This design comes from an exercise in tuning for a short achievable clock period and few clock cycles on the open sky130 flow, not from production work.
RTL that was checked went through simulation tests only; none was proved equivalent to the original.
Function not checked in run 1: the RTL went through the layout flow alone.
Power figures rest on the tool's default switching activity, not on a simulated workload.

[run.sh]
#!/bin/bash
# synth_recipe.tcl (not shown) runs the flow's synth.tcl, then flattens the netlist and writes it again
# the make line also repeats each setting of config.mk as NAME=value (left out here)
make -C /OpenROAD-flow-scripts/flow DESIGN_CONFIG=/design/flow/config.mk WORK_HOME=/design/flow/orfs CLKGATE_MAP_FILE= SYNTH_SCRIPT=/design/flow/synth_recipe.tcl finish
[config.mk]
export PLATFORM = sky130hd
export DESIGN_NAME = top
export DESIGN_NICKNAME = top
export VERILOG_FILES = /design/flow/design.v
export SDC_FILE = /design/flow/constraint.sdc
export NUM_CORES = 4
export LEC_CHECK = 0
export CAP_MARGIN = 20
export CELL_PAD_IN_SITES_DETAIL_PLACEMENT = 2
export CELL_PAD_IN_SITES_GLOBAL_PLACEMENT = 2
export CORE_MARGIN = 2
export CORE_UTILIZATION = 30
export SETUP_SLACK_MARGIN = 5
export SLEW_MARGIN = 20
export SYNTH_HIERARCHICAL = 1
export SYNTH_MINIMUM_KEEP_SIZE = 0
export TNS_END_PERCENT = 100
[constraint.sdc]
create_clock -name core_clock -period 8.0 [get_ports {clk}]
set_input_delay 1.6000 -clock core_clock [delete_from_list [all_inputs] [get_ports {clk}]]
set_output_delay 1.6000 -clock core_clock [all_outputs]
set_load 0.01 [all_outputs]
[design.v]
`timescale 1ns / 1ps
module top(input clk, reset, input [31:0] InstrF, readDataM,
           output memWriteM, output [31:0] ALUResultM, writeDataM, pcF);
  reg  [31:0] pcF_r;
  reg         validD, predTakenD;
  reg  [31:0] InstrD, PCPlus4D, altPC_D;
  reg  [31:1] rs1oh, rs2oh;
  reg  [31:0] A_En, B_En, SD_E, altPC_E;    
  reg         fS_L, fS_M;
  reg  [31:0] fwdA_n, fwdB_n;
  reg         addE, subE, sltE, xorE, orE, andE;
  reg         branchE, predTakenE, loadE, storeE, regWriteE;
  reg  [4:0]  rdE;
  reg  [31:0] ALUResultM_r, WD_M;
  reg         memWriteM_r, loadM, regWriteM;
  reg  [4:0]  rdM;
  reg  [31:0] resW;
  reg         regWriteW;
  reg  [4:0]  rdW;
  reg  [31:0] rf [1:31];
  reg  [31:1] weW;     
  assign pcF        = pcF_r;
  reg  [31:0] addrM;
  assign ALUResultM = addrM;
  assign memWriteM  = memWriteM_r;
  assign writeDataM = WD_M;
  wire mispE;
  wire [6:0]  opF   = InstrF[6:0];
  wire        isJF  = (opF == 7'b1101111);
  wire        isBF  = (opF == 7'b1100011);
  wire        predF = isJF | (isBF & ((InstrF[19:15] == InstrF[24:20]) | InstrF[31]));
  wire [31:0] immBF = {{20{InstrF[31]}}, InstrF[7], InstrF[30:25], InstrF[11:8], 1'b0};
  wire [31:0] immJF = {{12{InstrF[31]}}, InstrF[19:12], InstrF[20], InstrF[30:21], 1'b0};
  wire [31:1] rs1ohF, rs2ohF;
  genvar gi;
  generate
    for (gi = 1; gi < 32; gi = gi + 1) begin : g_oh
      assign rs1ohF[gi] = (InstrF[19:15] == gi);
      assign rs2ohF[gi] = (InstrF[24:20] == gi);
    end
  endgenerate
  wire [31:0] targetJF, targetBF;
  wire        cJ, cB;
  wire [11:0] hiJp, hiJm;
  wire [19:0] hiBp, hiBm;
  addc20 u_tJlo (.a(pcF_r[19:0]), .b(immJF[19:0]), .s(targetJF[19:0]), .c(cJ));
  addc12 u_tBlo (.a(pcF_r[11:0]), .b(immBF[11:0]), .s(targetBF[11:0]), .c(cB));
  incdec12 u_tJhi (.a(pcF_r[31:20]), .p(hiJp), .m(hiJm));
  incdec20 u_tBhi (.a(pcF_r[31:12]), .p(hiBp), .m(hiBm));
  wire        sF = InstrF[31];
  assign targetJF[31:20] = ({12{~sF &  cJ}} & hiJp) | ({12{sF & ~cJ}} & hiJm) |
                           ({12{sF == cJ}} & pcF_r[31:20]);
  assign targetBF[31:12] = ({20{~sF &  cB}} & hiBp) | ({20{sF & ~cB}} & hiBm) |
                           ({20{sF == cB}} & pcF_r[31:12]);
  wire [31:0] PCPlus4F = pcF_r + 32'd4;
  wire        stallD;
  wire        takeF    = ~stallD & predF;
  wire [31:0] pcOther  = stallD ? pcF_r : PCPlus4F;
  wire [31:0] pcNorm   = ({32{takeF & isJF}} & targetJF) | ({32{takeF & ~isJF}} & targetBF) |
                         ({32{~takeF}} & pcOther);
  wire [31:0] pcNext   = mispE ? altPC_E : pcNorm;
  always @(posedge clk or posedge reset) begin
    if (reset) begin
      pcF_r      <= 32'd0;
      validD     <= 1'b0;
    end else begin
      pcF_r      <= pcNext;
      if (mispE)
        validD <= 1'b0;
      else if (!stallD)
        validD <= 1'b1;
    end
  end
  always @(posedge clk) begin
      if (!stallD) begin
        predTakenD <= predF;
        InstrD     <= InstrF;
        PCPlus4D   <= PCPlus4F;
        altPC_D    <= ({32{predF}} & PCPlus4F) | ({32{~predF & isJF}} & targetJF) |
                      ({32{~predF & ~isJF}} & targetBF);
        rs1oh      <= rs1ohF;
        rs2oh      <= rs2ohF;
      end
  end
  wire [6:0] op  = InstrD[6:0];
  wire [2:0] f3  = InstrD[14:12];
  wire [4:0] rs1 = InstrD[19:15];
  wire [4:0] rs2 = InstrD[24:20];
  wire [4:0] rd  = InstrD[11:7];
  wire isR = (op == 7'b0110011);
  wire isI = (op == 7'b0010011);
  wire isL = (op == 7'b0000011);
  wire isS = (op == 7'b0100011);
  wire isB = (op == 7'b1100011);
  wire isJ = (op == 7'b1101111);
  wire [31:0] immI = {{20{InstrD[31]}}, InstrD[31:20]};
  wire [31:0] immS = {{20{InstrD[31]}}, InstrD[31:25], InstrD[11:7]};
  wire useA  = isR | isI | isL | isS | isB;
  wire useB  = isR | isB;
  wire useSD = isS;
  wire wrD   = (isR | isI | isL | isJ) & (rd != 5'd0);
  reg  [31:0] rf1, rf2;
  integer k;
  always @(*) begin
    rf1 = 32'd0;
    rf2 = 32'd0;
    for (k = 1; k < 32; k = k + 1) begin
      rf1 = rf1 | ({32{rs1oh[k]}} & rf[k]);
      rf2 = rf2 | ({32{rs2oh[k]}} & rf[k]);
    end
  end
  wire [31:0] rw1 = (regWriteW && rdW == rs1) ? resW : rf1;
  wire [31:0] rw2 = (regWriteW && rdW == rs2) ? resW : rf2;
  wire e1 = regWriteE && rdE == rs1;
  wire e2 = regWriteE && rdE == rs2;
  wire m1 = regWriteM && rdM == rs1;
  wire m2 = regWriteM && rdM == rs2;
  wire [31:0] valM = loadM ? readDataM : ALUResultM_r;
  wire [31:0] rv1 = m1 ? valM : rw1;
  wire [31:0] rv2 = m2 ? valM : rw2;
  assign stallD = validD & loadE & ((useA & e1) | (useB & e2));
  wire goE = validD & ~mispE & ~stallD;
  wire fAn = useA & e1;
  wire fBn = useB & e2;
  always @(posedge clk or posedge reset) begin
    if (reset) begin
      branchE <= 1'b0; loadE <= 1'b0; storeE <= 1'b0; regWriteE <= 1'b0;
    end else begin
      branchE   <= goE & isB;
      loadE     <= goE & isL;
      storeE    <= goE & isS;
      regWriteE <= goE & wrD;
    end
  end
  always @(posedge clk) begin
      A_En <= ~(fAn ? 32'd0 : isJ ? PCPlus4D : rv1);
      B_En <= ~(fBn ? 32'd0 : useB ? rv2 : isJ ? 32'd0 : isS ? immS : immI);
      SD_E <= rv2;
      altPC_E <= altPC_D;
      fS_L <= useSD & e2 & loadE;
      fS_M <= useSD & e2 & ~loadE;
      addE <= isL | isS | isJ | ((isR | isI) & f3 == 3'b000 & ~(isR & InstrD[30]));
      subE <= isR & f3 == 3'b000 & InstrD[30];
      sltE <= (isR | isI) & f3 == 3'b010;
      xorE <= (isR | isI) & f3 == 3'b100;
      orE  <= (isR | isI) & f3 == 3'b110;
      andE <= (isR | isI) & f3 == 3'b111;
      predTakenE <= predTakenD;
      rdE  <= rd;
  end
  wire [31:0] srcA = ~(fwdA_n & A_En);
  wire [31:0] srcB = ~(fwdB_n & B_En);
  wire [31:0] sdE  = ({32{fS_L}} & readDataM) | ({32{fS_M}} & ALUResultM_r) |
                     ({32{~(fS_L | fS_M)}} & SD_E);
  wire [31:0] sum, diff;
  add32 u_sum (.a(srcA), .b(srcB), .s(sum));
  sub32 u_diff (.a(srcA), .b(srcB), .d(diff));
  wire        lt;
  lt32 u_lt (.a(srcA), .b(srcB), .lt(lt));
  wire [31:0] logE = ({32{andE}} & (srcA & srcB)) | ({32{orE}} & (srcA | srcB)) |
                     ({32{xorE}} & (srcA ^ srcB)) | {31'd0, sltE & lt};
  wire        eqE;
  eq32 u_eq (.a(srcA), .b(srcB), .eq(eqE));
  assign mispE = branchE & (eqE ^ predTakenE);
  always @(posedge clk or posedge reset) begin
    if (reset) begin
      memWriteM_r <= 1'b0; loadM <= 1'b0; regWriteM <= 1'b0;
    end else begin
      memWriteM_r  <= storeE;
      loadM        <= loadE;
      regWriteM    <= regWriteE;
    end
  end
  always @(posedge clk) begin
      ALUResultM_r <= ({32{addE}} & sum) | ({32{subE}} & diff) | logE;
      fwdA_n       <= ~(({32{addE & fAn}} & sum) | ({32{subE & fAn}} & diff) | ({32{fAn}} & logE));
      fwdB_n       <= ~(({32{addE & fBn}} & sum) | ({32{subE & fBn}} & diff) | ({32{fBn}} & logE));
      addrM        <= sum;
      WD_M         <= sdE;
      rdM          <= rdE;
  end
  integer i;
  always @(posedge clk or posedge reset) begin
    if (reset) begin
      regWriteW <= 1'b0;
      weW <= 31'd0;
      for (i = 1; i < 32; i = i + 1) rf[i] <= 32'd0;
    end else begin
      regWriteW <= regWriteM;
      for (i = 1; i < 32; i = i + 1) begin
        weW[i] <= regWriteM && rdM == i;
        if (weW[i]) rf[i] <= resW;
      end
    end
  end
  always @(posedge clk) begin
      resW      <= loadM ? readDataM : ALUResultM_r;
      rdW       <= rdM;
  end
endmodule
module add32(input [31:0] a, b, output [31:0] s);
  assign s = a + b;
endmodule
module sub32(input [31:0] a, b, output [31:0] d);
  assign d = a - b;
endmodule
module eq32(input [31:0] a, b, output eq);
  assign eq = (a == b);
endmodule
module lt32(input [31:0] a, b, output lt);
  assign lt = $signed(a) < $signed(b);
endmodule
module addc20(input [19:0] a, b, output [19:0] s, output c);
  assign {c, s} = {1'b0, a} + {1'b0, b};
endmodule
module addc12(input [11:0] a, b, output [11:0] s, output c);
  assign {c, s} = {1'b0, a} + {1'b0, b};
endmodule
module incdec12(input [11:0] a, output [11:0] p, m);
  assign p = a + 12'd1;
  assign m = a - 12'd1;
endmodule
module incdec20(input [19:0] a, output [19:0] p, m);
  assign p = a + 20'd1;
  assign m = a - 20'd1;
endmodule
==> results of run 1 <==
## sequential cells by signal (all words and copies together) (netlist names), 5 cells and up
signal and cells:
B_En 32, InstrD 32, altPC_D 32, altPC_E 32, pcF_r 32, rdM 5, rdW 5, A_En 32
resW 32, rs2oh 31, rdE 5, fwdA_n 32, ALUResultM_r 32, rs1oh 31, PCPlus4D 32, weW 31
SD_E 32, WD_M 32, rf 992, fwdB_n 32, addrM 32
## layout by cell type (no fill, tap or decap), types with 54 or more instances in the layout
master	n
sky130_fd_sc_hd__a222oi_1	119
sky130_fd_sc_hd__a22o_1	85
sky130_fd_sc_hd__mux2_2	1000
sky130_fd_sc_hd__dfrtp_1	1007
sky130_fd_sc_hd__a21oi_1	97
sky130_fd_sc_hd__nand3_1	188
sky130_fd_sc_hd__nand2b_1	57
sky130_fd_sc_hd__edfxtp_1	159
sky130_fd_sc_hd__mux2i_1	54
sky130_fd_sc_hd__a221oi_1	89
sky130_fd_sc_hd__o211ai_1	124
sky130_fd_sc_hd__xnor2_1	81
sky130_fd_sc_hd__nand4_1	217
sky130_fd_sc_hd__a22oi_1	780
sky130_fd_sc_hd__ha_1	129
sky130_fd_sc_hd__clkbuf_16	194
sky130_fd_sc_hd__nor2_1	291
sky130_fd_sc_hd__xor2_1	109
sky130_fd_sc_hd__nand2_1	348
sky130_fd_sc_hd__buf_4	392
sky130_fd_sc_hd__buf_6	81
sky130_fd_sc_hd__inv_1	198
sky130_fd_sc_hd__o21ai_0	63
sky130_fd_sc_hd__dfxtp_1	303
sky130_fd_sc_hd__buf_2	72
## metal layers
layer	wire (um)	global-route usage [%]	part of all wire, %
met5	183	0.3288	0.042
met4	27450	17.61	6.3
met3	40860	7.707	9.4
met2	185000	46.98	43
met1	180200	42.75	42
## Yosys stat by module (local to each module, per instance)
module / area (um^2) / cells / copies in the design / flops+latches
incdec20: 703.2 / 103 / 1 / 0
incdec12: 446.7 / 60 / 1 / 0
sub32: 1839 / 279 / 1 / 0
add32: 1744 / 241 / 1 / 0
eq32: 346.6 / 43 / 1 / 0
lt32: 789.5 / 108 / 1 / 0
addc20: 1012 / 142 / 1 / 0
top: 69750 / 5846 / 1 / 1567
addc12: 628.1 / 82 / 1 / 0
## timing repair
action                                  4_1_cts  5_1_grt
endpoints found under the setup margin      586      615
hold endpoints to repair                      0        0
gates resized for setup                    1034      165
pin swaps                                   186      151
setup buffers                               210       80
gates cloned                                 14        7
## per-stage QoR
stage | power [mW] | hold slack, ns | worst slack [ns] | setup TNS [ns]
floorplan | 10.16 | 0.3233 | -8.273 | -8802.94
global placement | 11.22 | 0.3235 | 2.074 | 0
detailed placement | 11.29 | 0.3288 | 2.011 | 0
CTS | 21.10 | 0.3388 | 4.226 | 0
global route | 21.85 | 0.3446 | 4.027 | 0
finish | 21.26 | 0.3399 | 4.074 | 0
## worst min path at each step
stage	endpoint	slack, ns	cells after the start
after floorplan	altPC_E[0]$_DFF_P_	0.32	0
after detailed placement	altPC_E[11]$_DFF_P_	0.33	0
after global placement	altPC_E[6]$_DFF_P_	0.32	0
after CTS	altPC_E[11]$_DFF_P_	0.34	0
after global routing	altPC_E[30]$_DFF_P_	0.34	0
final	altPC_E[31]$_DFF_P_	0.34	0
## power by group through the flow
stage,sequential [mW],combinational (mW),clock (mW)
floorplan,8.70,1.46,0
global placement,8.85,2.37,0
detailed placement,8.86,2.43,0
CTS,8.59,3.27,9.24
global route,8.62,3.69,9.54
finish,8.60,3.53,9.13
## cell usage after synthesis, types with 13 or more instances
library cell / n / share of area, %
sky130_fd_sc_hd__dfrtp_1: 1064 / 34
sky130_fd_sc_hd__mux2_2: 1000 / 15
sky130_fd_sc_hd__a22oi_1: 784 / 7.6
sky130_fd_sc_hd__clkbuf_1: 442 / 2.1
sky130_fd_sc_hd__nand2_1: 417 / 2.0
sky130_fd_sc_hd__dfxtp_1: 344 / 8.9
sky130_fd_sc_hd__nor2_1: 300 / 1.5
sky130_fd_sc_hd__nand4_1: 217 / 1.8
sky130_fd_sc_hd__inv_1: 205 / 1.0
sky130_fd_sc_hd__nand3_1: 200 / 1.3
sky130_fd_sc_hd__ha_1: 198 / 3.2
sky130_fd_sc_hd__edfxtp_1: 159 / 6.2
sky130_fd_sc_hd__a21oi_1: 139 / 0.90
sky130_fd_sc_hd__xor2_1: 125 / 1.4
sky130_fd_sc_hd__o211ai_1: 124 / 1.2
sky130_fd_sc_hd__a222oi_1: 119 / 1.5
sky130_fd_sc_hd__buf_1: 105 / 0.51
sky130_fd_sc_hd__xnor2_1: 102 / 1.2
sky130_fd_sc_hd__a221oi_1: 97 / 1.1
sky130_fd_sc_hd__o21ai_0: 92 / 0.60
sky130_fd_sc_hd__a22o_1: 85 / 0.96
sky130_fd_sc_hd__mux2i_1: 57 / 0.74
sky130_fd_sc_hd__nand2b_1: 57 / 0.46
sky130_fd_sc_hd__a21o_1: 46 / 0.45
sky130_fd_sc_hd__nor3_1: 44 / 0.29
sky130_fd_sc_hd__nor4_1: 28 / 0.23
sky130_fd_sc_hd__and3_1: 27 / 0.22
sky130_fd_sc_hd__buf_2: 25 / 0.16
sky130_fd_sc_hd__a31oi_1: 20 / 0.16
sky130_fd_sc_hd__o22ai_1: 17 / 0.14
sky130_fd_sc_hd__o21ai_1: 14 / 0.091
sky130_fd_sc_hd__nor2b_1: 13 / 0.11
sky130_fd_sc_hd__o21a_1: 13 / 0.13
sky130_fd_sc_hd__o21bai_1: 13 / 0.13
## logic make-up after synthesis
family	after synthesis	synth area share, %
muxes	1057	15.31
xor gates and xnor gates	227	2.573
AOI/OAI and AO/OA	1670	16.47
DFF	1567	49.56
other	1	0.004854
and+or+nand+nor	1388	8.793
adders and majority gates	202	3.310
buffers and inverters	792	3.973
## final cells by class
class                           count  share of cell area [%]
Multi-Input combinational cell   4550                   40.58
Sequential cell                  1567                   40.47
Timing Repair Buffer              678                   6.802
Clock buffer                      271                   5.746
Tap cell                         3384                   4.458
Clock inverter                     77                   1.070
Inverter                          206                  0.8392
Antenna cell                       14                 0.03689
Timing Repair inverter              1                0.005270
==> impl_summary.log, run 1 <==
INFO  metric area_growth_syn_to_layout = 22.93%
INFO  metric period_share = 49.07%
INFO  metric pwr-share-seq = 40.5%
INFO  metric grt_setup_unrepaired = yes
INFO  metric routed_wire_length_per_instance = 40.35 um
INFO  metric cts-root-to-sink-buffers = 3
INFO  metric die_x = 511.5 um
INFO  metric path_max_fanout = 7
INFO  metric crit_path_cell_trace = buf_12 -> fa_2 -> a211oi_2 -> o21a_2 -> a221o_1 -> o221ai_2 -> a221o_2 -> ha_4 -> a222oi_1 -> and2_1 -> a2111oi_4 -> a221oi_2 -> a21oi_1
INFO  metric min_period = 3.926 ns
INFO  metric hpwl = 251400 um
INFO  metric synth_seq_area_share = 49.56%
INFO  metric cp_num_cells = 13
INFO  metric cell_depth_of_the_worst_flop_to_flop_path = 12
INFO  metric site_rows = 186
INFO  metric nFillCells = 26400
INFO  metric power.switching_fraction = 28.87%
INFO  metric vias = 68280
INFO  metric design.die.area = 261600 um^2
INFO  metric drt-vias-per-instance = 6.353
INFO  metric floorplan.core_area = 256500 um^2
INFO  metric multiInputGateArea = 38540 um^2
INFO  metric post_synth_top_flop = sky130_fd_sc_hd__dfrtp_1
INFO  metric synth-async-reset-ratio = 67.90%
INFO  metric clk_pin_slew = 0.06 ns
INFO  metric hold_path.class = flip-flop to flip-flop
INFO  metric route.antenna.remaining_nets = 0
INFO  metric clk_latency = 0.87 ns
INFO  metric wirelength = 433700 um
INFO  metric final_area = 94970 um^2
INFO  metric combinational_cell_fraction_of_total_power = 16.6%
INFO  metric initial_utilization = 30.12%
INFO  metric cts.hold.buffers_added = 0
INFO  metric grt_start_max_net_pins = 155
INFO  metric ff_latch_area = 38430 um^2
INFO  metric cts.sink_count = 1567
INFO  metric firstDrtPassIters = 9
INFO  metric path_class = input port to flip-flop
INFO  metric gp_congestion = 0.8970
INFO  metric sum_of_buffers_and_inverters_on_the_critical_path = 1
INFO  metric ctsHtreeMaxLevel = 4
INFO  metric top_level_pins = 163
INFO  metric ff_latch_count_synth = 1567
INFO  metric drt_iter0_drc = 9214
INFO  metric outcome = no timing/DRC/antenna violations
INFO  metric post_place_cell_area = 82830 um^2
INFO  metric clock-root-buffer = sky130_fd_sc_hd__clkbuf_16
INFO  metric sw_pwr = 6.138 mW
INFO  metric finish.net_count = 7456
INFO  metric timing_hold_violations_final = 0
INFO  metric timing.critical_path.required = 8.73 ns
INFO  metric layoutNonFillerInstCount = 10750
INFO  metric crit-reg2reg-capture = pcF_r[25]$_DFF_PP0_
INFO  metric io_buffers = 162
INFO  metric fmax = 254.7 MHz
INFO  metric regToRegStartpoint = pcF_r[1]$_DFF_PP0_
INFO  metric syn_area = 77260 um^2
INFO  metric p_int = 15.12 mW
INFO  metric kind_of_cell_with_the_highest_combined_delay_on_the_critical_path = compound AO/OA/AOI/OAI gates
INFO  metric worst_setup_path_end_kind = flip-flop
INFO  metric antenna_found_initial = 29
INFO  metric cp.arrival = 4.66 ns
INFO  metric drive_above_1_share = 33.24%
INFO  metric report.final.setup_viol = 0
INFO  metric slew_headroom = 16.39%
INFO  metric synth-edff-count = 159
INFO  metric fin_worst_skew = 0.04413 ns
INFO  metric worstHoldStart = altPC_D[31]$_DFFE_PN_
INFO  metric slew_of_the_pin_with_the_lowest_slew_margin = 1.254 ns
INFO  metric synthesis.instances = 6904
INFO  metric crit_path_start = InstrF[21]
INFO  metric ir_worst_vdd = 171.7 uV
INFO  metric grt_pass1_vias = 70150
INFO  metric grt_pass1_wl = 589200 um
INFO  metric critical_path_slowest_stage_cell = sky130_fd_sc_hd__a221o_2
INFO  metric die-height = 511.5 um
INFO  metric clock_tree_from_tritoncts = built
INFO  metric warning_count_from_the_yosys_run = 8
INFO  metric timing.final.max_slew_violations = 0
INFO  metric clock_power_share = 43.0%
INFO  metric cellPowerDensity = 223.9 nW/um^2
INFO  metric post-route-util = 37.03%
INFO  metric p_leak = 41.96 nW
INFO  metric cp-endpoint = pcF_r[25]$_DFF_PP0_
INFO  metric worstSetupStartpointType = input port
INFO  metric global_route.overflow_total = 0
INFO  metric cap_viol_max_count = 0
INFO  metric global_route.usage.total = 31.89%
INFO  metric post_synth_num_cell_types = 105
INFO  metric crit_path_max_incr_delay = 0.48 ns
INFO  metric reg2reg_slack = 4.46 ns
INFO  metric cts-buffers-inserted = 184
INFO  metric synth_area_per_cell = 11.19 um^2
INFO  metric post-route-drc-count = 0
INFO  metric placedCellCount = 10070
==> inputs of run 2 (changes only) <==
--- a/design.v
+++ b/design.v
@@ -3,7 +3,7 @@
            output memWriteM, output [31:0] ALUResultM, writeDataM, pcF);
   reg  [31:0] pcF_r;
   reg         validD, predTakenD;
-  reg  [31:0] InstrD, PCPlus4D, altPC_D;
+  reg  [31:0] InstrD, PCD, PCPlus4D, immB_D;
   reg  [31:1] rs1oh, rs2oh;
   reg  [31:0] A_En, B_En, SD_E, altPC_E;    
   reg         fS_L, fS_M;
@@ -40,18 +40,8 @@
     end
   endgenerate
   wire [31:0] targetJF, targetBF;
-  wire        cJ, cB;
-  wire [11:0] hiJp, hiJm;
-  wire [19:0] hiBp, hiBm;
-  addc20 u_tJlo (.a(pcF_r[19:0]), .b(immJF[19:0]), .s(targetJF[19:0]), .c(cJ));
-  addc12 u_tBlo (.a(pcF_r[11:0]), .b(immBF[11:0]), .s(targetBF[11:0]), .c(cB));
-  incdec12 u_tJhi (.a(pcF_r[31:20]), .p(hiJp), .m(hiJm));
-  incdec20 u_tBhi (.a(pcF_r[31:12]), .p(hiBp), .m(hiBm));
-  wire        sF = InstrF[31];
-  assign targetJF[31:20] = ({12{~sF &  cJ}} & hiJp) | ({12{sF & ~cJ}} & hiJm) |
-                           ({12{sF == cJ}} & pcF_r[31:20]);
-  assign targetBF[31:12] = ({20{~sF &  cB}} & hiBp) | ({20{sF & ~cB}} & hiBm) |
-                           ({20{sF == cB}} & pcF_r[31:12]);
+  add32 u_tJ (.a(pcF_r), .b(immJF), .s(targetJF));
+  add32 u_tB (.a(pcF_r), .b(immBF), .s(targetBF));
   wire [31:0] PCPlus4F = pcF_r + 32'd4;
   wire        stallD;
   wire        takeF    = ~stallD & predF;
@@ -76,8 +66,8 @@
         predTakenD <= predF;
         InstrD     <= InstrF;
         PCPlus4D   <= PCPlus4F;
-        altPC_D    <= ({32{predF}} & PCPlus4F) | ({32{~predF & isJF}} & targetJF) |
-                      ({32{~predF & ~isJF}} & targetBF);
+        PCD        <= pcF_r;
+        immB_D     <= immBF;
         rs1oh      <= rs1ohF;
         rs2oh      <= rs2ohF;
       end
@@ -120,6 +110,8 @@
   wire [31:0] rv2 = m2 ? valM : rw2;
   assign stallD = validD & loadE & ((useA & e1) | (useB & e2));
   wire goE = validD & ~mispE & ~stallD;
+  wire [31:0] targetD;
+  add32 u_tD (.a(PCD), .b(immB_D), .s(targetD));
   wire fAn = useA & e1;
   wire fBn = useB & e2;
   always @(posedge clk or posedge reset) begin
@@ -136,7 +128,7 @@
       A_En <= ~(fAn ? 32'd0 : isJ ? PCPlus4D : rv1);
       B_En <= ~(fBn ? 32'd0 : useB ? rv2 : isJ ? 32'd0 : isS ? immS : immI);
       SD_E <= rv2;
-      altPC_E <= altPC_D;
+      altPC_E <= predTakenD ? PCPlus4D : targetD;
       fS_L <= useSD & e2 & loadE;
       fS_M <= useSD & e2 & ~loadE;
       addE <= isL | isS | isJ | ((isR | isI) & f3 == 3'b000 & ~(isR & InstrD[30]));
@@ -210,17 +202,3 @@
 module lt32(input [31:0] a, b, output lt);
   assign lt = $signed(a) < $signed(b);
 endmodule
-module addc20(input [19:0] a, b, output [19:0] s, output c);
-  assign {c, s} = {1'b0, a} + {1'b0, b};
-endmodule
-module addc12(input [11:0] a, b, output [11:0] s, output c);
-  assign {c, s} = {1'b0, a} + {1'b0, b};
-endmodule
-module incdec12(input [11:0] a, output [11:0] p, m);
-  assign p = a + 12'd1;
-  assign m = a - 12'd1;
-endmodule
-module incdec20(input [19:0] a, output [19:0] p, m);
-  assign p = a + 20'd1;
-  assign m = a - 20'd1;
-endmodule
--- a/config.mk
+++ b/config.mk
@@ -6,10 +6,10 @@
 export NUM_CORES = 4
 export LEC_CHECK = 0
 export CAP_MARGIN = 20
-export CELL_PAD_IN_SITES_DETAIL_PLACEMENT = 2
-export CELL_PAD_IN_SITES_GLOBAL_PLACEMENT = 2
+export CELL_PAD_IN_SITES_DETAIL_PLACEMENT = 1
+export CELL_PAD_IN_SITES_GLOBAL_PLACEMENT = 1
 export CORE_MARGIN = 2
-export CORE_UTILIZATION = 30
+export CORE_UTILIZATION = 40
 export SETUP_SLACK_MARGIN = 5
 export SLEW_MARGIN = 20
 export SYNTH_HIERARCHICAL = 1
==> impl_summary.log, run 2 <==
INFO  metric synthXorXnorAreaFrac = 2.566%
INFO  metric floorplan.core_area = 197400 um^2
INFO  metric fin_worst_skew = 0.03348 ns
INFO  metric crit_path_start = InstrF[9]
INFO  metric worst_setup_path_end_kind = flip-flop
INFO  metric path_max_fanout = 4
INFO  metric drt_iter0_drc = 10890
INFO  metric yosys.area.top_type_share = 33.47%
INFO  metric met1_wirelength = 164300 um
INFO  metric dominant_combinational_cell_family_by_area_after_synthesis = compound AO/OA/AOI/OAI gates
INFO  metric worstSetupStartpointType = input port
INFO  metric initial_utilization = 40.29%
INFO  metric clock-root-buffer = sky130_fd_sc_hd__clkbuf_16
INFO  metric hold_path.class = flip-flop to flip-flop
INFO  metric detailroute.wirelength.met2 = 166700 um
INFO  metric synth_area_per_cell = 11.07 um^2
INFO  metric final_area = 96390 um^2
INFO  metric die_x = 449.9 um
INFO  metric grt_pass1_vias = 69790
INFO  metric site_rows = 163
INFO  metric topRoutingLayerUsed = met5
INFO  metric grt_setup_unrepaired = yes
INFO  metric die-height = 449.9 um
INFO  metric cell_taking_the_most_area_after_synthesis = sky130_fd_sc_hd__dfrtp_1
INFO  metric post_synth_top_flop = sky130_fd_sc_hd__dfrtp_1
INFO  metric synth_seq_area_share = 48.06%
INFO  metric drive_above_1_share = 34.11%
INFO  metric post_synth_num_cell_types = 88
INFO  metric ctsHtreeMaxLevel = 4
INFO  metric whs_path_cells = 0
INFO  metric post_place_cell_area = 83810 um^2
INFO  metric post-route-util = 48.83%
INFO  metric route.antenna.remaining_nets = 0
INFO  metric cts-buffers-inserted = 175
INFO  metric finish.net_count = 7744
INFO  metric synth_compound_area_share = 17.81%
INFO  metric global_route.usage.total = 38.41%
INFO  metric cts.sink_count = 1565
INFO  metric warning_count_from_the_yosys_run = 8
INFO  metric met3RoutedLength = 45460 um
INFO  metric layout.cells.most_common = sky130_fd_sc_hd__mux2_2
INFO  metric worstHoldStart = rdE[4]$_DFF_P_
INFO  metric synthesis.instances = 7186
INFO  metric yosys.cell_count.top_type = sky130_fd_sc_hd__dfrtp_1
INFO  metric timing.critical_path.required = 8.74 ns
INFO  metric synth.area.top_cells = sky130_fd_sc_hd__dfrtp_1, sky130_fd_sc_hd__mux2_2, sky130_fd_sc_hd__dfxtp_1
INFO  metric cts-root-to-sink-buffers = 3
INFO  metric largest_register_ff_count = 992
INFO  metric largest_register = rf
INFO  metric ff_latch_count_synth = 1565
INFO  metric grt_start_max_net_pins = 155
INFO  metric drt-vias-per-instance = 6.876
INFO  metric period_share = 40.16%
INFO  metric path_class = input port to flip-flop
INFO  metric clock_tree_from_tritoncts = built
INFO  metric synth-async-reset-ratio = 67.99%
INFO  metric fmax = 311.3 MHz
INFO  metric syn_area = 79540 um^2
INFO  metric grt_pass1_wl = 553800 um
INFO  metric outcome = no timing/DRC/antenna violations
INFO  metric antenna_found_initial = 22
INFO  metric timing.final.max_slew_violations = 0
INFO  metric report.final.setup_viol = 0
INFO  metric slew_of_the_pin_with_the_lowest_slew_margin = 1.289 ns
INFO  metric timing_hold_violations_final = 0
INFO  metric cellPowerDensity = 238.8 nW/um^2
INFO  metric regToRegStartpoint = B_En[10]$_DFF_P_
INFO  metric cell_depth_of_the_worst_flop_to_flop_path = 11
INFO  metric layout_common_cells = sky130_fd_sc_hd__mux2_2, sky130_fd_sc_hd__dfrtp_1, sky130_fd_sc_hd__a22oi_1
INFO  metric yosys.area_share.adder = 4.074%
INFO  metric synthSimpleGateAreaFrac = 8.573%
INFO  metric synth.mux.area_fraction = 15.10%
INFO  metric clk_pin_slew = 0.06 ns
INFO  metric wirelength = 404600 um
INFO  metric layoutNonFillerInstCount = 10220
INFO  metric io_buffers = 162
INFO  metric gp_congestion = 0.8979
INFO  metric placedCellCount = 9568
INFO  metric synth-edff-count = 157
INFO  metric hpwl = 228500 um
INFO  metric vias = 70290
INFO  metric global_route.overflow_total = 0
INFO  metric cp.arrival = 3.95 ns
INFO  metric min_period = 3.213 ns
INFO  metric ir_worst_vdd = 216.0 uV
INFO  metric fin_worst_hold_slack = 0.3934 ns
INFO  metric top_level_pins = 163
INFO  metric design.die.area = 202400 um^2
INFO  metric cap_viol_max_count = 0
INFO  metric p_leak = 42.47 nW
INFO  metric post-route-drc-count = 0
INFO  metric routed_wire_length_per_instance = 39.58 um
INFO  metric synth.top_cells.by_count = sky130_fd_sc_hd__dfrtp_1, sky130_fd_sc_hd__mux2_2, sky130_fd_sc_hd__a22oi_1, sky130_fd_sc_hd__clkbuf_1, sky130_fd_sc_hd__nand2_1
INFO  metric slew_headroom = 14.09%
INFO  metric firstDrtPassIters = 8
INFO  metric area_growth_syn_to_layout = 21.18%
INFO  metric clk_latency = 0.86 ns
==> run 2: cell types whose count changed after synthesis, moves of 28 or more <==
cell | before | now
sky130_fd_sc_hd__nand3_1 | 200 | 147
sky130_fd_sc_hd__a221oi_1 | 97 | 242
sky130_fd_sc_hd__mux2_2 | 1000 | 1029
sky130_fd_sc_hd__a22oi_1 | 784 | 473
sky130_fd_sc_hd__o211ai_1 | 124 | 16
sky130_fd_sc_hd__a31oi_1 | 20 | 93
sky130_fd_sc_hd__a22o_1 | 85 | 247
sky130_fd_sc_hd__o21ai_0 | 92 | 120
sky130_fd_sc_hd__a21oi_1 | 139 | 208
sky130_fd_sc_hd__a21o_1 | 46 | 98
sky130_fd_sc_hd__nor3_1 | 44 | 90
sky130_fd_sc_hd__ha_1 | 198 | 251
sky130_fd_sc_hd__nor3b_1 | 3 | 38
==> run 2: worst max-delay path, stage by stage <==
cell	delay, ns
sky130_fd_sc_hd__buf_6	0.10
sky130_fd_sc_hd__ha_4	0.28
sky130_fd_sc_hd__a21o_1	0.17
sky130_fd_sc_hd__a31o_4	0.19
sky130_fd_sc_hd__nand4_1	0.19
sky130_fd_sc_hd__a21oi_2	0.26
sky130_fd_sc_hd__buf_4	0.14
sky130_fd_sc_hd__nand3_2	0.08
sky130_fd_sc_hd__a311oi_2	0.29
sky130_fd_sc_hd__xor2_1	0.30
sky130_fd_sc_hd__a31oi_1	0.14
sky130_fd_sc_hd__a31oi_1	0.20
==> run 2: modules after synthesis (local to each module, per instance) <==
| module | times used | cell area [um^2] |
|---|---|---|
| add32 | 4 | 1744 |
| top | 1 | 69590 |
| lt32 | 1 | 789.5 |
| sub32 | 1 | 1839 |
| eq32 | 1 | 346.6 |
==> run 2: path summary, 6_finish.rpt <==
kind / endpoint / slack [ns]
worst max-delay path: pcF_r[18]$_DFF_PP0_ / 4.79
worst min-delay path: rdM[4]$_DFF_P_ / 0.39
worst max register to register: ALUResultM_r[31]$_DFF_P_ / 4.82
worst min register to register: rdM[4]$_DFF_P_ / 0.39
max in group asynchronous: rf[14][23]$_DFFE_PP0P_ / 5.00
min in group asynchronous: rf[3][12]$_DFFE_PP0P_ / 1.61
==> run 2: layout make-up <==
cell class	count	area, um^2
Fill cell	20650	101000
Multi-Input combinational cell	4827	42170
Sequential cell	1565	38380
Timing Repair Buffer	648	5744
Clock buffer	261	5157
Tap cell	2640	3303
Clock inverter	67	807.0
Inverter	202	790.8
Antenna cell	9	22.52
Timing Repair inverter	3	21.27
==> run 2: power by group <==
| part | switching [mW] | internal, mW |
|---|---|---|
| combinational | 3.21 | 2.45 |
| sequential | 0.407 | 8.44 |
| clock | 3.58 | 4.93 |
| total | 7.19 | 15.8 |
==> run 2: timing repair <==
item | 4_1_cts | 5_1_grt
gates resized for setup | 1158 | 278
hold endpoints to repair | 0 | 0
cloned | 11 | 8
pin swaps | 196 | 221
hold buffers | 0 | 0
buffers inserted | 204 | 94
endpoints found under the setup margin | 613 | 408
==> run 2: cell families (layout without fill, tap and decap cells) <==
logic type / after synthesis / count (layout)
compound gates: 1853 / 1853
flops: 1565 / 1565
simple gates: 1406 / 1411
mux: 1071 / 1071
buf+inv: 801 / 1181
fa+ha+maj: 256 / 256
xor+xnor: 233 / 233
other cells: 1 / 12
==> run 2: stage by stage <==
step,setup WS (ns),power (mW),TNS [ns]
floorplan,-8.273,11.42,-8802.94
global placement,2.851,12.85,0
detailed placement,2.845,12.89,0
CTS,4.857,22.38,0
global route,4.633,23.71,0
finish,4.787,23.01,0
==> run 2: routing by layer <==
metal,vias to the layer above,global-route usage [%]
li1,27710,-
met1,36570,51.90
met2,4658,54.16
met3,1325,11.45
met4,18,22.42
met5,-,0.2841
Testbench counts of run 2, summed over its fixed seeds: cycles 19,318.
==> inputs of run 3 (changes only) <==
--- a/config.mk
+++ b/config.mk
@@ -6,10 +6,10 @@
 export NUM_CORES = 4
 export LEC_CHECK = 0
 export CAP_MARGIN = 20
-export CELL_PAD_IN_SITES_DETAIL_PLACEMENT = 1
-export CELL_PAD_IN_SITES_GLOBAL_PLACEMENT = 1
+export CELL_PAD_IN_SITES_DETAIL_PLACEMENT = 0
+export CELL_PAD_IN_SITES_GLOBAL_PLACEMENT = 0
 export CORE_MARGIN = 2
-export CORE_UTILIZATION = 40
+export CORE_UTILIZATION = 50
 export SETUP_SLACK_MARGIN = 5
 export SLEW_MARGIN = 20
 export SYNTH_HIERARCHICAL = 1
==> impl_summary.log, run 3 <==
INFO  metric outcome = no timing/DRC/antenna violations
INFO  metric period_share = 40.16%
INFO  metric fmax = 311.3 MHz
INFO  metric die_x = 402.9 um
INFO  metric layout_common_cells = sky130_fd_sc_hd__mux2_2, sky130_fd_sc_hd__dfrtp_1, sky130_fd_sc_hd__a22oi_1
INFO  metric grt_pass1_vias = 66580
INFO  metric yosys.cell_count.top_type = sky130_fd_sc_hd__dfrtp_1
INFO  metric nFillCells = 12980
INFO  metric post_synth_top_flop = sky130_fd_sc_hd__dfrtp_1
INFO  metric top_level_pins = 163
INFO  metric routed_wire_length_per_instance = 38.24 um
INFO  metric report.final.setup_viol = 0
INFO  metric synth-async-reset-ratio = 67.99%
INFO  metric synthesis.instances = 7186
INFO  metric wirelength = 365800 um
INFO  metric yosys.area.top_type_share = 33.47%
INFO  metric path_max_fanout = 5
INFO  metric site_rows = 146
INFO  metric synth_area_per_cell = 11.07 um^2
INFO  metric crit_path_max_incr_delay = 0.39 ns
INFO  metric ff_latch_count_synth = 1565
INFO  metric sum_of_buffers_and_inverters_on_the_critical_path = 1
INFO  metric critical-path-top-cell-by-count = sky130_fd_sc_hd__nand2_1
INFO  metric grt_pass1_wl = 505700 um
INFO  metric ff_latch_area = 38380 um^2
INFO  metric drt_iter0_drc = 12960
INFO  metric post-route-drc-count = 0
INFO  metric hpwl = 207200 um
INFO  metric drive_above_1_share = 32.29%
INFO  metric vias = 70340
INFO  metric cts.hold.buffers_added = 0
INFO  metric clock-root-buffer = sky130_fd_sc_hd__clkbuf_16
INFO  metric global_route.overflow_total = 0
INFO  metric clk_latency = 0.86 ns
INFO  metric drt-vias-per-instance = 7.354
INFO  metric cts-buffers-inserted = 169
INFO  metric design.die.area = 162300 um^2
INFO  metric initial_utilization = 50.28%
INFO  metric path_class = input port to flip-flop
INFO  metric floorplan.core_area = 158200 um^2
INFO  metric gp_congestion = 0.9341
INFO  metric cts.sink_count = 1565
INFO  metric placedCellCount = 9005
INFO  metric slew_of_the_pin_with_the_lowest_slew_margin = 1.215 ns
INFO  metric cellPowerDensity = 237.7 nW/um^2
INFO  metric synth.area.top_cells = sky130_fd_sc_hd__dfrtp_1, sky130_fd_sc_hd__mux2_2, sky130_fd_sc_hd__dfxtp_1
INFO  metric cp.arrival = 3.93 ns
INFO  metric cap_viol_max_count = 0
INFO  metric area_growth_syn_to_layout = 18.58%
INFO  metric worstSetupStartpointType = input port
INFO  metric io_buffers = 162
INFO  metric global_route.usage.total = 43.72%
INFO  metric timing.final.max_slew_violations = 0
INFO  metric clock_tree_from_tritoncts = built
INFO  metric largest_register = rf
INFO  metric layoutNonFillerInstCount = 9565
INFO  metric layout.cells.most_common = sky130_fd_sc_hd__mux2_2
INFO  metric route.antenna.remaining_nets = 0
INFO  metric ctsHtreeMaxLevel = 4
INFO  metric multiInputGateArea = 41500 um^2
INFO  metric firstDrtPassIters = 12
INFO  metric clk_pin_slew = 0.07 ns
INFO  metric crit_path_cell_trace = dlygate4sd2_1 -> ha_4 -> nand2_1 -> a21o_1 -> a22oi_4 -> a311oi_4 -> o311a_1 -> or3_4 -> nand2_2 -> o31ai_2 -> nand2_1 -> a31oi_1
INFO  metric cts-root-to-sink-buffers = 3
INFO  metric grt_start_max_net_pins = 160
INFO  metric synth_seq_area_share = 48.06%
INFO  metric cell_taking_the_most_area_after_synthesis = sky130_fd_sc_hd__dfrtp_1
INFO  metric min_period = 3.212 ns
INFO  metric syn_area = 79540 um^2
INFO  metric p_leak = 41.88 nW
INFO  metric synth-edff-count = 157
INFO  metric largest_register_ff_count = 992
INFO  metric post_synth_num_cell_types = 88
INFO  metric timing_hold_violations_final = 0
INFO  metric grt_setup_unrepaired = yes
INFO  metric die-height = 402.9 um
INFO  metric finish.net_count = 7653
INFO  metric antenna_found_initial = 15
INFO  metric hold_path.class = flip-flop to flip-flop
INFO  metric fin_worst_skew = 0.05542 ns
INFO  metric synth.top_cells.by_count = sky130_fd_sc_hd__dfrtp_1, sky130_fd_sc_hd__mux2_2, sky130_fd_sc_hd__a22oi_1, sky130_fd_sc_hd__clkbuf_1, sky130_fd_sc_hd__nand2_1
INFO  metric kind_of_cell_with_the_highest_combined_delay_on_the_critical_path = compound AO/OA/AOI/OAI gates
INFO  metric slew_headroom = 18.99%
INFO  metric warning_count_from_the_yosys_run = 8
INFO  metric ir_worst_vdd = 240.2 uV
INFO  metric setup_total_negative_slack = 0 ns
INFO  metric critical_path_slowest_stage_cell = sky130_fd_sc_hd__or3_4
INFO  metric timing.critical_path.required = 8.71 ns
INFO  metric worst_setup_path_end_kind = flip-flop
## run 3: cell counts after synthesis
Identical to the previous run, type by type.
## run 3: repair_timing
action	in CTS	in global routing
endpoints found under the setup margin	722	555
pin swaps	172	177
buffers inserted	149	66
gates cloned	8	4
gates resized for setup	962	253
endpoints found under the hold margin	0	0
## run 3: layout make-up
cell class,instances,share of cell area [%]
Multi-Input combinational cell,4826,44.00
Sequential cell,1565,40.69
Clock buffer,258,5.504
Timing Repair Buffer,566,5.424
Tap cell,2072,2.748
Inverter,202,0.8290
Clock inverter,57,0.7548
Antenna cell,18,0.04775
Timing Repair inverter,1,0.005306
## run 3: worst paths after layout
kind | from | end | slack, ns | depth (start not counted)
max | InstrF[13] | pcF_r[31]$_DFF_PP0_ | 4.79 | 12
max in group asynchronous | reset | rf[14][19]$_DFFE_PP0P_ | 5.19 | 4
min | rdE[4]$_DFF_P_ | rdM[4]$_DFF_P_ | 0.39 | 0
max reg2reg | A_En[9]$_DFF_P_ | ALUResultM_r[31]$_DFF_P_ | 4.87 | 11
min reg2reg | rdE[4]$_DFF_P_ | rdM[4]$_DFF_P_ | 0.39 | 0
min in group asynchronous | reset | rf[22][29]$_DFFE_PP0P_ | 1.24 | 2
## run 3: metrics by stage
| stage | power [mW] | util [%] | cell area (um^2) | worst slack [ns] | hold WS [ns] |
|---|---|---|---|---|---|
| floorplan | 11.42 | - | 79650 | -8.273 | 0.3290 |
| global placement | 12.75 | 52.54 | 83120 | 2.600 | 0.3831 |
| detailed placement | 12.75 | 52.56 | 83140 | 2.664 | 0.3848 |
| CTS | 21.82 | 58.51 | 92560 | 4.876 | 0.3914 |
| global route | 23.04 | 59.60 | 94280 | 4.715 | 0.3992 |
| finish | 22.42 | 59.63 | 94330 | 4.788 | 0.3943 |
## run 3: cells by family (layout without fill, tap and decap cells)
group | Yosys count | after routing | share of synthesized area [%]
AOI/OAI and AO/OA | 1853 | 1854 | 17.81
xor gates and xnor gates | 233 | 233 | 2.566
adders and majority gates | 256 | 256 | 4.074
buffers and inverters | 801 | 1084 | 3.824
DFF | 1565 | 1565 | 48.06
muxes | 1071 | 1071 | 15.10
other | 1 | 21 | 0.004714
and+or+nand+nor | 1406 | 1409 | 8.573
## run 3: power breakdown
| part | switching [mW] | internal [mW] |
|---|---|---|
| logic | 2.99 | 2.24 |
| clock network | 3.46 | 4.90 |
| registers | 0.390 | 8.44 |
## run 3: per-layer routing
metal	part of all wire, %	wire length, um	track usage, %
met5	0.091	333	0.1784
met4	7.6	27650	25.75
met3	15	54170	17.75
met2	40	146100	59.77
met1	38	137500	57.85
## run 3: Yosys stat by module, one instance, submodules excluded
module / cells inside / flip-flops and latches / cell area, um^2 / times used
eq32: 43 / 0 / 346.6 / 1
top: 5792 / 1565 / 69590 / 1
add32: 241 / 0 / 1744 / 4
sub32: 279 / 0 / 1839 / 1
lt32: 108 / 0 / 789.5 / 1
==> inputs of run 4 (changes only) <==
--- a/config.mk
+++ b/config.mk
@@ -9,7 +9,7 @@
 export CELL_PAD_IN_SITES_DETAIL_PLACEMENT = 0
 export CELL_PAD_IN_SITES_GLOBAL_PLACEMENT = 0
 export CORE_MARGIN = 2
-export CORE_UTILIZATION = 50
+export CORE_UTILIZATION = 60
 export SETUP_SLACK_MARGIN = 5
 export SLEW_MARGIN = 20
 export SYNTH_HIERARCHICAL = 1
==> impl_summary.log, run 4 <==
INFO  metric timing.critical_path.required = 8.72 ns
INFO  metric global_route.overflow_total = 0
INFO  metric top_level_pins = 163
INFO  metric cell_depth_of_the_worst_flop_to_flop_path = 12
INFO  metric min_delay_worst_endpoint = rdM[0]$_DFF_P_
INFO  metric ff_latch_count_synth = 1565
INFO  metric die_x = 368.1 um
INFO  metric slew_headroom = 17.97%
INFO  metric grt_start_max_net_pins = 145
INFO  metric grt_pass1_vias = 66830
INFO  metric worstSetupStartpointType = input port
INFO  metric worstHoldStart = rdE[0]$_DFF_P_
INFO  metric nFillCells = 9451
INFO  metric path_class = input port to flip-flop
INFO  metric clk_pin_slew = 0.07 ns
INFO  metric cp.arrival = 4.00 ns
INFO  metric clock_tree_from_tritoncts = built
INFO  metric global_route.usage.total = 50.66%
INFO  metric critical_path_slowest_stage_cell = sky130_fd_sc_hd__ha_4
INFO  metric cts-root-to-sink-buffers = 3
INFO  metric setup_total_negative_slack = 0 ns
INFO  metric whs_path_cells = 0
INFO  metric floorplan.core_area = 131500 um^2
INFO  metric crit_path_max_incr_delay = 0.28 ns
INFO  metric design.die.area = 135500 um^2
INFO  metric final_area = 93700 um^2
INFO  metric post-route-drc-count = 0
INFO  metric timing_hold_violations_final = 0
INFO  metric largest_register = rf
INFO  metric clk_latency = 0.84 ns
INFO  metric post_synth_num_cell_types = 88
INFO  metric die-height = 368.1 um
INFO  metric ff_latch_area = 38390 um^2
INFO  metric p_leak = 41.78 nW
INFO  metric worst_setup_path_end_kind = flip-flop
INFO  metric cap_viol_max_count = 0
INFO  metric synthesis.instances = 7186
INFO  metric layout_common_cells = sky130_fd_sc_hd__mux2_2, sky130_fd_sc_hd__dfrtp_1, sky130_fd_sc_hd__a22oi_1
INFO  metric reg2reg_slack = 4.82 ns
INFO  metric ir_worst_vdd = 217.4 uV
INFO  metric slew_of_the_pin_with_the_lowest_slew_margin = 1.196 ns
INFO  metric yosys.cell_count.top_type = sky130_fd_sc_hd__dfrtp_1
INFO  metric postLayoutSetupSlackWorst = 4.720 ns
INFO  metric cts-buffers-inserted = 161
INFO  metric antenna_found_initial = 17
INFO  metric timing.final.max_slew_violations = 0
INFO  metric multiInputGateArea = 41670 um^2
INFO  metric syn_area = 79540 um^2
INFO  metric synth_area_per_cell = 11.07 um^2
INFO  metric hpwl = 201800 um
INFO  metric synth_seq_area_share = 48.06%
INFO  metric initial_utilization = 60.51%
INFO  metric cts.sink_count = 1565
INFO  metric outcome = no timing/DRC/antenna violations
INFO  metric path_max_fanout = 8
INFO  metric gp_congestion = 0.9838
INFO  metric warning_count_from_the_yosys_run = 8
INFO  metric vias = 71100
INFO  metric largest_register_ff_count = 992
INFO  metric report.final.setup_viol = 0
INFO  metric cts.hold.buffers_added = 0
INFO  metric crit_path_cell_trace = buf_12 -> buf_16 -> buf_12 -> ha_4 -> a21oi_4 -> buf_4 -> nand2b_1 -> a31oi_1 -> o21ai_1 -> a21o_1 -> a21oi_2 -> xnor2_2 -> a32o_2 -> nand2_1 -> a31oi_1
INFO  metric layout.cells.most_common = sky130_fd_sc_hd__mux2_2
INFO  metric synth.area.top_cells = sky130_fd_sc_hd__dfrtp_1, sky130_fd_sc_hd__mux2_2, sky130_fd_sc_hd__dfxtp_1
INFO  metric routed_wire_length_per_instance = 38.38 um
INFO  metric hold_path.class = flip-flop to flip-flop
INFO  metric area_growth_syn_to_layout = 17.79%
INFO  metric synth.top_cells.by_count = sky130_fd_sc_hd__dfrtp_1, sky130_fd_sc_hd__mux2_2, sky130_fd_sc_hd__a22oi_1, sky130_fd_sc_hd__clkbuf_1, sky130_fd_sc_hd__nand2_1
INFO  metric clock-root-buffer = sky130_fd_sc_hd__clkbuf_16
INFO  metric route.antenna.remaining_nets = 0
INFO  metric fin_worst_skew = 0.04042 ns
INFO  metric io_buffers = 162
INFO  metric fmax = 304.9 MHz
INFO  metric synth-async-reset-ratio = 67.99%
INFO  metric crit-reg2reg-capture = ALUResultM_r[31]$_DFF_P_
INFO  metric yosys.area.top_type_share = 33.47%
INFO  metric ctsHtreeMaxLevel = 4
INFO  metric wirelength = 355300 um
INFO  metric drt-vias-per-instance = 7.679
INFO  metric finish.net_count = 7675
INFO  metric grt_pass1_wl = 491500 um
INFO  metric synth-edff-count = 157
INFO  metric site_rows = 133
INFO  metric firstDrtPassIters = 13
INFO  metric cell_taking_the_most_area_after_synthesis = sky130_fd_sc_hd__dfrtp_1
INFO  metric drt_iter0_drc = 14180
INFO  metric period_share = 41.00%
INFO  metric drive_above_1_share = 31.95%
INFO  metric min_period = 3.280 ns
INFO  metric post_place_cell_area = 82740 um^2
INFO  metric regToRegStartpoint = A_En[0]$_DFF_P_
INFO  metric post_synth_top_flop = sky130_fd_sc_hd__dfrtp_1
INFO  metric cellPowerDensity = 233.1 nW/um^2
INFO  metric place_ws = 2.593 ns
INFO  metric grt_setup_unrepaired = yes
==> run 4: cell counts after synthesis <==
No cell type changed its count.
==> run 4: what timing repair did <==
| action | 4_1_cts | 5_1_grt |
|---|---|---|
| resized for setup | 911 | 267 |
| pin swaps | 191 | 167 |
| buffers inserted | 154 | 85 |
| setup endpoints to repair | 730 | 439 |
| gates cloned | 10 | 3 |
==> run 4: routing by layer <==
layer / vias up / track usage, % / share of wire [%]
met4: 18 / 32.99 / 8.9
met2: 6710 / 66.78 / 39
met5: - / 0.4986 / 0.043
met3: 1873 / 24.17 / 17
li1: 27560 / - / -
met1: 34930 / 65.75 / 35
==> run 4: through the flow <==
stage	util, %	total power, mW	cells	hold WS [ns]
5_1_grt	71.25	22.42	9245	0.3965
6_report	71.27	21.84	9258	0.3917
4_1_cts	69.72	21.17	9157	0.3871
2_1_floorplan	-	11.42	7188	0.3290
3_3_place_gp	62.94	12.70	8693	0.3761
3_5_place_dp	62.94	12.72	8693	0.3801
==> run 4: worst max path at each step <==
stage / startpoint / end / cells past startpoint
floorplan: reset / branchE$_DFF_PP0_ / 1
global placement: InstrF[19] / pcF_r[23]$_DFF_PP0_ / 8
detailed placement: InstrF[19] / pcF_r[23]$_DFF_PP0_ / 8
CTS: InstrF[18] / pcF_r[31]$_DFF_PP0_ / 12
global route: InstrF[31] / pcF_r[26]$_DFF_PP0_ / 13
finish: InstrF[31] / pcF_r[25]$_DFF_PP0_ / 15
==> run 4: worst max-delay path: cells and delay by family <==
family | cells | cell delay [ns]
adder cells (fa/ha/maj) | 1 | 0.28
XOR/XNOR | 1 | 0.16
buffers and inverters | 4 | 0.53
AO/OA/AOI/OAI | 7 | 1.32
AND/OR/NAND/NOR | 2 | 0.11
==> run 4: final cells by class <==
type                    instances  share of cell area, %
repair inverters                2                0.01335
multi-input cells            4828                  44.48
well taps                    1755                  2.344
clock inverters                46                 0.5515
inverters                     202                 0.8400
clock buffers                 254                  5.188
flip-flops and latches       1565                  40.97
diodes                         13                0.03472
repair buffers                593                  5.583
==> run 4: logic make-up after synthesis <==
| logic type | Yosys count | synth area share [%] |
|---|---|---|
| multiplexers | 1071 | 15.10 |
| XOR/XNOR | 233 | 2.566 |
| buffers and inverters | 801 | 3.824 |
| other | 1 | 0.004714 |
| flip-flops | 1565 | 48.06 |
| AND/OR/NAND/NOR | 1406 | 8.573 |
| adder cells (fa/ha/maj) | 256 | 4.074 |
| AO/OA/AOI/OAI | 1853 | 17.81 |
==> run 4: Yosys stat by module (local to each module, per instance) <==
module  area (um^2)  copies in the design  cells inside  flops+latches
lt32          789.5                     1           108              0
eq32          346.6                     1            43              0
add32          1744                     4           241              0
sub32          1839                     1           279              0
top           69590                     1          5792           1565
==> run 4: where the power goes <==
group          leakage [nW]  internal, mW  switching (mW)
Clock                  2.64          4.42            3.36
Combinational          19.8          2.25            3.03
Sequential             19.3          8.43           0.352
Total                  41.8          15.1            6.74
==> inputs of run 5 (changes only) <==
==> config.mk (replaced) <==
export PLATFORM = sky130hd
export DESIGN_NAME = top
export DESIGN_NICKNAME = top
export VERILOG_FILES = /design/flow/design.v
export SDC_FILE = /design/flow/constraint.sdc
export NUM_CORES = 4
export LEC_CHECK = 0
export CAP_MARGIN = 5
export CELL_PAD_IN_SITES_DETAIL_PLACEMENT = 0
export CELL_PAD_IN_SITES_GLOBAL_PLACEMENT = 0
export CORE_MARGIN = 2
export CORE_UTILIZATION = 50
export SETUP_SLACK_MARGIN = 5
export SLEW_MARGIN = 5
export SYNTH_HIERARCHICAL = 1
export SYNTH_MINIMUM_KEEP_SIZE = 0
export TNS_END_PERCENT = 100
==> impl_summary.log, run 5 <==
INFO  metric outcome = no timing/DRC/antenna violations
INFO  metric layout_common_cells = sky130_fd_sc_hd__mux2_2, sky130_fd_sc_hd__dfrtp_1, sky130_fd_sc_hd__a22oi_1
INFO  metric kind_of_cell_with_the_highest_combined_delay_on_the_critical_path = compound AO/OA/AOI/OAI gates
INFO  metric site_rows = 146
INFO  metric post_synth_top_flop = sky130_fd_sc_hd__dfrtp_1
INFO  metric cts-buffers-inserted = 166
INFO  metric sw_pwr = 6.872 mW
INFO  metric synth_area_per_cell = 11.07 um^2
INFO  metric timing.final.max_slew_violations = 0
INFO  metric path_class = input port to flip-flop
INFO  metric sum_of_buffers_and_inverters_on_the_critical_path = 6
INFO  metric gp_congestion = 0.9341
INFO  metric die_x = 402.9 um
INFO  metric power.switching_fraction = 30.69%
INFO  metric crit_path_max_incr_delay = 0.33 ns
INFO  metric worstSetupStartpointType = input port
INFO  metric cell_taking_the_most_area_after_synthesis = sky130_fd_sc_hd__dfrtp_1
INFO  metric timing.critical_path.required = 8.75 ns
INFO  metric die-height = 402.9 um
INFO  metric clk_pin_slew = 0.06 ns
INFO  metric slew_headroom = 9.080%
INFO  metric path_max_fanout = 6
INFO  metric route.antenna.remaining_nets = 0
INFO  metric ir_worst_vdd = 258.0 uV
INFO  metric grt_start_max_net_pins = 160
INFO  metric finish.net_count = 7679
INFO  metric min_period = 3.236 ns
INFO  metric io_buffers = 162
INFO  metric largest_register_ff_count = 992
INFO  metric layout.cells.most_common = sky130_fd_sc_hd__mux2_2
INFO  metric setup_total_negative_slack = 0 ns
INFO  metric fin_worst_skew = 0.04807 ns
INFO  metric cellPowerDensity = 237.1 nW/um^2
INFO  metric vias = 70490
INFO  metric drt_iter0_drc = 12220
INFO  metric clock-root-buffer = sky130_fd_sc_hd__clkbuf_16
INFO  metric post_synth_num_cell_types = 88
INFO  metric ctsHtreeMaxLevel = 4
INFO  metric grt_setup_unrepaired = yes
INFO  metric antenna_found_initial = 11
INFO  metric cts.sink_count = 1565
INFO  metric combinational_cell_fraction_of_total_power = 23.9%
INFO  metric warning_count_from_the_yosys_run = 8
INFO  metric clk_latency = 0.84 ns
INFO  metric drt-vias-per-instance = 7.346
INFO  metric post-route-drc-count = 0
INFO  metric timing_hold_violations_final = 0
INFO  metric global_route.overflow_total = 0
INFO  metric area_growth_syn_to_layout = 18.72%
INFO  metric fmax = 309.0 MHz
INFO  metric pwr-share-seq = 39.5%
INFO  metric report.final.setup_viol = 0
INFO  metric drive_above_1_share = 32.26%
INFO  metric synthesis.instances = 7186
INFO  metric grt_pass1_vias = 66630
INFO  metric period_share = 40.45%
INFO  metric p_leak = 41.87 nW
INFO  metric cts-root-to-sink-buffers = 3
INFO  metric global_route.usage.total = 43.45%
INFO  metric synth-async-reset-ratio = 67.99%
INFO  metric routed_wire_length_per_instance = 38.18 um
INFO  metric synth.top_cells.by_count = sky130_fd_sc_hd__dfrtp_1, sky130_fd_sc_hd__mux2_2, sky130_fd_sc_hd__a22oi_1, sky130_fd_sc_hd__clkbuf_1, sky130_fd_sc_hd__nand2_1
INFO  metric design.die.area = 162300 um^2
INFO  metric worst_setup_path_end_kind = flip-flop
INFO  metric hpwl = 207100 um
INFO  metric grt_pass1_wl = 503500 um
INFO  metric synth.area.top_cells = sky130_fd_sc_hd__dfrtp_1, sky130_fd_sc_hd__mux2_2, sky130_fd_sc_hd__dfxtp_1
INFO  metric ff_latch_count_synth = 1565
INFO  metric yosys.cell_count.top_type = sky130_fd_sc_hd__dfrtp_1
INFO  metric initial_utilization = 50.28%
INFO  metric clock_power_share = 36.7%
INFO  metric largest_register = rf
INFO  metric nFillCells = 13080
INFO  metric synth-edff-count = 157
INFO  metric cap_viol_max_count = 0
INFO  metric critical_path_slowest_stage_cell = sky130_fd_sc_hd__ha_4
INFO  metric cp.arrival = 3.99 ns
INFO  metric p_int = 15.52 mW
INFO  metric firstDrtPassIters = 10
INFO  metric wirelength = 366300 um
INFO  metric post_place_cell_area = 83120 um^2
INFO  metric slew_of_the_pin_with_the_lowest_slew_margin = 1.353 ns
INFO  metric final_area = 94440 um^2
INFO  metric synth_seq_area_share = 48.06%
INFO  metric syn_area = 79540 um^2
INFO  metric top_level_pins = 163
INFO  metric clock_tree_from_tritoncts = built
INFO  metric yosys.area.top_type_share = 33.47%
INFO  metric hold_path.class = flip-flop to flip-flop
INFO  metric crit_path_cell_trace = buf_16 -> buf_12 -> buf_4 -> ha_4 -> nand2_4 -> a21o_1 -> a22oi_4 -> buf_4 -> buf_6 -> buf_6 -> a21o_1 -> a31oi_1 -> xnor2_1 -> nand3_1 -> a31oi_1
INFO  metric floorplan.core_area = 158200 um^2
[run 5: cell counts after synthesis]
No cell type changed its count.
[run 5: kinds of logic (layout without fill, tap and decap cells)]
kind of cell	count (synthesis)	count (layout)	synth area share, %
buf+inv	801	1110	3.824
flops	1565	1565	48.06
compound gates	1853	1854	17.81
mux	1071	1071	15.10
other cells	1	24	0.004714
fa+ha+maj	256	256	4.074
xor+xnor	233	233	2.566
simple gates	1406	1410	8.573
[run 5: per-layer routing]
metal  up-vias  part of all wire, %  global-route usage, %
met4        10                  7.5                  26.18
met5         -                0.023                      0
met1     35380                   38                  57.45
met3      1585                   14                  17.00
met2      5914                   40                  59.70
li1      27600                    -                      -
[run 5: power groups by stage]
stage / clock network [mW] / logic (mW) / registers, mW
2_1_floorplan: 0 / 2.58 / 8.84
3_3_place_gp: 0 / 3.64 / 9.11
3_5_place_dp: 0 / 3.64 / 9.11
4_1_cts: 8.22 / 4.75 / 8.80
5_1_grt: 8.52 / 5.63 / 8.85
6_report: 8.21 / 5.35 / 8.83
[run 5: worst paths after layout]
path,from,end,slack [ns],cells past startpoint
worst max-delay path,InstrF[31],pcF_r[21]$_DFF_PP0_,4.76,15
worst max register to register,B_En[4]$_DFF_P_,ALUResultM_r[28]$_DFF_P_,4.84,14
max in group asynchronous,reset,rf[20][15]$_DFFE_PP0P_,5.11,4
worst min-delay path,rdE[4]$_DFF_P_,rdM[4]$_DFF_P_,0.39,0
worst min register to register,rdE[4]$_DFF_P_,rdM[4]$_DFF_P_,0.39,0
min in group asynchronous,reset,rf[24][25]$_DFFE_PP0P_,1.28,2
[run 5: cell type report]
type                            count  area, um^2  share of cell area (%)
Clock buffer                      252        5016                   5.312
Multi-Input combinational cell   4827       41470                   43.91
Antenna cell                       21       52.55                 0.05565
Sequential cell                  1565       38380                   40.64
Timing Repair Buffer              594        5385                   5.702
Inverter                          202       779.5                  0.8254
Timing Repair inverter              1       5.005                0.005300
Clock inverter                     61       760.7                  0.8056
Tap cell                         2072        2592                   2.745
[run 5: timing repair]
item,in CTS,in global routing
setup endpoints to repair,731,598
hold buffers,0,0
pin swaps,148,200
buffers inserted,153,92
gates cloned,6,6
resized for setup,932,251
[run 5: through the flow]
| stage | power [mW] | setup slack, ns | utilization, % | hold slack [ns] | std cells |
|---|---|---|---|---|---|
| after floorplan | 11.42 | -8.273 | - | 0.3290 | 7188 |
| after global placement | 12.75 | 2.600 | 52.54 | 0.3831 | 9004 |
| after detailed placement | 12.75 | 2.566 | 52.54 | 0.3844 | 9004 |
| after CTS | 21.77 | 4.873 | 58.40 | 0.3931 | 9476 |
| after global routing | 22.99 | 4.706 | 59.66 | 0.4004 | 9574 |
| final | 22.39 | 4.764 | 59.70 | 0.3944 | 9595 |
[run 5: worst reg2reg max path: stages (launching register included)]
cell                        delay [ns]
sky130_fd_sc_hd__dfxtp_2          0.35
sky130_fd_sc_hd__nand2_4          0.10
sky130_fd_sc_hd__buf_4            0.15
sky130_fd_sc_hd__inv_1            0.10
sky130_fd_sc_hd__ha_4             0.23
sky130_fd_sc_hd__a21o_1           0.21
sky130_fd_sc_hd__a21oi_2          0.21
sky130_fd_sc_hd__nand2_2          0.12
sky130_fd_sc_hd__a31o_4           0.29
sky130_fd_sc_hd__a2111oi_4        0.39
sky130_fd_sc_hd__buf_4            0.18
sky130_fd_sc_hd__o31ai_2          0.06
sky130_fd_sc_hd__xor2_1           0.16
sky130_fd_sc_hd__a222oi_1         0.27
sky130_fd_sc_hd__nand3_1          0.17
[run 5: modules after synthesis (local to each module, per instance)]
module,cell area [um^2],copies in the design,flops+latches,cells
sub32,1839,1,0,279
top,69590,1,1565,5792
add32,1744,4,0,241
lt32,789.5,1,0,108
eq32,346.6,1,0,43

-- what the ideal ports hide --
How much do the figures lean on ideal ports? The routed layouts below were timed once more, with nothing changed but the port constraints. Step 1, drivers: a clkbuf_16 drives clk and a buf_2 each remaining input, both assumed. Step 2, shift: input delay + t, output delay - t, t = (earliest + latest rising clock arrival at the registers) / 2. This alone moves slack from input paths to output paths. Slacks: ideal ports / drivers / drivers and shift; pairs: ideal ports / drivers.
run	t, ns	slack for setup (ns)	worst data-port slew with drivers (ns)
run 1	0.945	4.074 / 4.122 / 3.177	0.07
run 2	0.947	4.787 / 4.819 / 3.880	0.09
run 3	0.910	4.788 / 4.790 / 3.880	0.18
run 4	0.901	4.720 / 4.760 / 3.860	0.08
run 5	0.897	4.764 / 4.751 / 3.854	0.14
After both steps every run listed still meets setup and hold. The setup slack of run 5, which loses most, moves by -0.013 ns with the drivers and by -0.910 ns with both steps.
